What follows belongs to an exercise in optimizing a design on an open flow for small area; a production flow would make more cautious choices. At most, simulation tests tie the RTL to the original design; equivalence was not proved. Power is estimated from default activity; no workload was simulated.

==> flow/design.v <==
module ALU (
input             clk               ,   
input             rst_n             ,   
input             dcd_req           ,   
input      [3:0]  dcd_opcode        ,   
input      [11:0] dcd_mem_addr      ,   
input      [2:0]  dcd_src_reg_1_addr,   
input      [2:0]  dcd_src_reg_2_addr,   
input      [2:0]  dcd_dst_reg_addr  ,   
input      [15:0] dcd_const         ,   
output reg        dcd_ack           ,   
input      [31:0] data_mem_rd_data  ,   
output reg        data_mem_cen      ,   
output            data_mem_rw       ,   
output     [11:0] data_mem_addr     ,   
output     [31:0] data_mem_rw_data  ,   
input      [15:0] reg_0_rd_data     ,   
input             reg_0_ack         ,   
output reg        reg_0_req         ,   
output            reg_0_rw          ,   
output reg [2:0]  reg_0_addr        ,   
input      [15:0] reg_1_rd_data     ,   
input             reg_1_ack         ,   
output reg        reg_1_req         ,   
output reg        reg_1_rw          ,   
output     [2:0]  reg_1_addr        ,   
output reg [15:0] reg_1_wr_data     ,   
output reg        pc_jump_req       ,   
output     [11:0] pc_jump_addr          
);
wire [3:0] op = dcd_opcode;
wire op_alu = op[2];                               
reg  dcd_req_delay;                                
reg  cen_delay;                                    
wire alu_start = dcd_req & ~dcd_req_delay;         
assign data_mem_addr    = dcd_mem_addr;
assign pc_jump_addr     = dcd_mem_addr;
assign data_mem_rw      = ~op[1];
assign data_mem_rw_data = {16'h0000, reg_1_wr_data};    
assign reg_0_rw         = 1'b1;
assign reg_1_addr       = reg_1_rw ? dcd_src_reg_2_addr : dcd_dst_reg_addr;
wire eq = (dcd_const == reg_0_rd_data);
wire        sub = op[0] & ~op[1];
wire [15:0] a   = reg_0_rd_data;
wire [15:0] b   = reg_1_rd_data ^ {16{sub}};
wire [16:0] c;           
wire [15:0] s0;          
wire [15:0] s;
genvar i;
generate for (i = 0; i < 16; i = i + 1) begin : g_add
  wire ci = (i == 0) ? sub : (i == 6 || i == 11) ? 1'b0 : c[i];
  assign s0[i]  = a[i] ^ b[i] ^ ci;
  assign c[i+1] = (a[i] & b[i]) | (a[i] & ci) | (b[i] & ci);
end endgenerate
assign s[5:0] = s0[5:0];
wire c6 = c[6];
wire [4:0] t1;
assign t1[0] = 1'b1;
generate for (i = 1; i < 5; i = i + 1) begin : g_t1
  assign t1[i] = t1[i-1] & s0[6+i-1];
end endgenerate
generate for (i = 0; i < 5; i = i + 1) begin : g_s1
  assign s[6+i] = s0[6+i] ^ (c6 & t1[i]);
end endgenerate
wire c11 = c[11] | (c6 & t1[4] & s0[10]);
wire [4:0] t2;
assign t2[0] = 1'b1;
generate for (i = 1; i < 5; i = i + 1) begin : g_t2
  assign t2[i] = t2[i-1] & s0[11+i-1];
end endgenerate
generate for (i = 0; i < 5; i = i + 1) begin : g_s2
  assign s[11+i] = s0[11+i] ^ (c11 & t2[i]);
end endgenerate
wire [15:0] logic_res = (a & reg_1_rd_data) | ({16{op[0]}} & (a | reg_1_rd_data));    
wire [15:0] alu_res   = op[1] ? logic_res : s;
always @(posedge clk or negedge rst_n)
if (~rst_n) begin
  dcd_req_delay <= 1'b0;
  cen_delay     <= 1'b0;
  data_mem_cen  <= 1'b0;
  reg_0_req     <= 1'b0;
  reg_1_req     <= 1'b0;
  reg_1_rw      <= 1'b0;
  pc_jump_req   <= 1'b0;
  dcd_ack       <= 1'b0;
end else begin
  dcd_req_delay <= dcd_req;
  cen_delay     <= data_mem_cen;
  data_mem_cen  <= (alu_start & ~op[3] & ~op[2] & ~(op[1] ^ op[0]))
                 | (reg_0_ack & ~op[2] & op[1] & ~op[0]);
  reg_0_req     <= ~reg_0_ack & (reg_0_req | (alu_start & (op[2] | (op[1] & ~op[0]) | (op[3] & op[0]))));
  reg_1_req     <= reg_1_ack ? reg_1_rw
                 : (reg_1_req | (alu_start & (op[2] | (~op[3] & ~op[1] & op[0]))) | (cen_delay & ~op[1]));
  reg_1_rw      <= alu_start ? op_alu : (reg_1_rw & ~reg_1_ack);
  pc_jump_req   <= (alu_start & op[3] & ~op[0]) | (reg_0_ack & op[3] & op[0] & eq);
  dcd_ack       <= (~reg_1_rw & reg_1_ack) | (op[1] & data_mem_cen)
                 | (alu_start & op[3] & ~op[0]) | (reg_0_ack & op[3] & op[0]);
end
always @(posedge clk)
  reg_0_addr <= dcd_src_reg_1_addr;
wire sel_alu  = reg_1_rw;
wire sel_hold = op[2] & ~reg_1_rw;
wire sel_c    = ~op[2] & op[0];
wire sel_m    = ~op[2] & ~op[1] & ~op[0];
wire sel_r    = ~op[2] & op[1] & ~op[0];
always @(posedge clk)
  reg_1_wr_data <= ({16{sel_alu}}  & alu_res)
                 | ({16{sel_hold}} & reg_1_wr_data)
                 | ({16{sel_c}}    & dcd_const)
                 | ({16{sel_m}}    & data_mem_rd_data[15:0])
                 | ({16{sel_r}}    & reg_0_rd_data);
endmodule  
Settings: LEC_CHECK=0, CAP_MARGIN=20, CORE_MARGIN=2, CORE_UTILIZATION=40, SLEW_MARGIN=20; clock period 5.0 ns.
standard.sh (not shown) runs the stock make flow with config.mk's settings and CLKGATE_MAP_FILE= SYNTH_SCRIPT=/design/flow/synth_recipe.tcl, a recipe that flattens the netlist after the stock synthesis.
==> flow/flow/run.sh <==
#!/bin/bash
# Standard ORFS layout with two changes: the smallest buffer (buf_1) for the
# port buffers, and an area-oriented ABC mapping script for synthesis.
set -euo pipefail
cp -r "$FLOW_HOME/scripts" ./orfs_scripts
cp flow/abc.script ./orfs_scripts/abc_speed.script
export SCRIPTS_DIR="$PWD/orfs_scripts"
export BUFFER_PORTS_ARGS="-buffer_cell sky130_fd_sc_hd__buf_1"
bash standard.sh > standard_flow.log 2>&1
==> flow/flow/abc.script <==
&get -n
&st
&dch
&nf
&st
&syn2
&dch -f
&nf -R 1000
&st
&dch -f
&nf -R 1000
&put
Edit:
--- a/flow/design.v
+++ b/flow/design.v
@@ -32,5 +32,4 @@
 wire op_alu = op[2];                               
 reg  dcd_req_delay;                                
-reg  cen_delay;                                    
 wire alu_start = dcd_req & ~dcd_req_delay;         
 assign data_mem_addr    = dcd_mem_addr;
@@ -77,5 +76,4 @@
 if (~rst_n) begin
   dcd_req_delay <= 1'b0;
-  cen_delay     <= 1'b0;
   data_mem_cen  <= 1'b0;
   reg_0_req     <= 1'b0;
@@ -86,11 +84,11 @@
 end else begin
   dcd_req_delay <= dcd_req;
-  cen_delay     <= data_mem_cen;
   data_mem_cen  <= (alu_start & ~op[3] & ~op[2] & ~(op[1] ^ op[0]))
                  | (reg_0_ack & ~op[2] & op[1] & ~op[0]);
   reg_0_req     <= ~reg_0_ack & (reg_0_req | (alu_start & (op[2] | (op[1] & ~op[0]) | (op[3] & op[0]))));
   reg_1_req     <= reg_1_ack ? reg_1_rw
-                 : (reg_1_req | (alu_start & (op[2] | (~op[3] & ~op[1] & op[0]))) | (cen_delay & ~op[1]));
-  reg_1_rw      <= alu_start ? op_alu : (reg_1_rw & ~reg_1_ack);
+                 : (reg_1_req | (alu_start & (op[2] | (~op[3] & ~op[1] & op[0]))) | (reg_1_rw & ~op[2]));
+  reg_1_rw      <= alu_start ? op_alu
+                 : op[2] ? (reg_1_rw & ~reg_1_ack) : (data_mem_cen & ~op[1]);
   pc_jump_req   <= (alu_start & op[3] & ~op[0]) | (reg_0_ack & op[3] & op[0] & eq);
   dcd_ack       <= (~reg_1_rw & reg_1_ack) | (op[1] & data_mem_cen)
@@ -99,5 +97,5 @@
 always @(posedge clk)
   reg_0_addr <= dcd_src_reg_1_addr;
-wire sel_alu  = reg_1_rw;
+wire sel_alu  = op[2] & reg_1_rw;
 wire sel_hold = op[2] & ~reg_1_rw;
 wire sel_c    = ~op[2] & op[0];
Outcome: The changed run finished with timing, DRC and antenna clean. Global-route usage climbs by 0.93 points. Register-to-register slack gets better by 0.35 ns. Flip-flop and latch count drops by 1. Sequential power drops by a few percent. First-iteration DRC count climbs by a few percent. Die area drops slightly. Utilization climbs by 0.19 points. Count of clock-buffer cells in the layout stays the same. Power climbs by a few percent. Worst hold slack gets better by 0.079 ns. Combinational power stays flat.
No functional check of the RTL was part of the second run of this note.

static timing again, ports no longer ideal:
The results above use ideal ports. As a check the final layouts listed here were re-extracted and re-timed, cells and wires unchanged. Step 1: set_driving_cell puts a clkbuf_16 on clk and a buf_2 on each other input, an assumption about the parent block. Step 2 moves the port delays by t, midway between the first and last clock arrival at a register: inputs arrive t later, outputs are due t later. That takes back most of the time a late clock gives input paths. Slacks: ideal ports / drivers / drivers and shift; pairs: ideal ports / drivers.
run | t (ns) | slack for setup (ns) | worst data-port slew with drivers (ns)
the first run | 0.306 | 0.317 / 0.320 / 0.014 | 0.11
the second run | 0.313 | 0.329 / 0.325 / 0.012 | 0.12
After both steps every run listed still meets setup and hold. For the second run, which loses most, drivers alone change the setup slack by -0.004 ns; drivers and shift together by -0.317 ns.
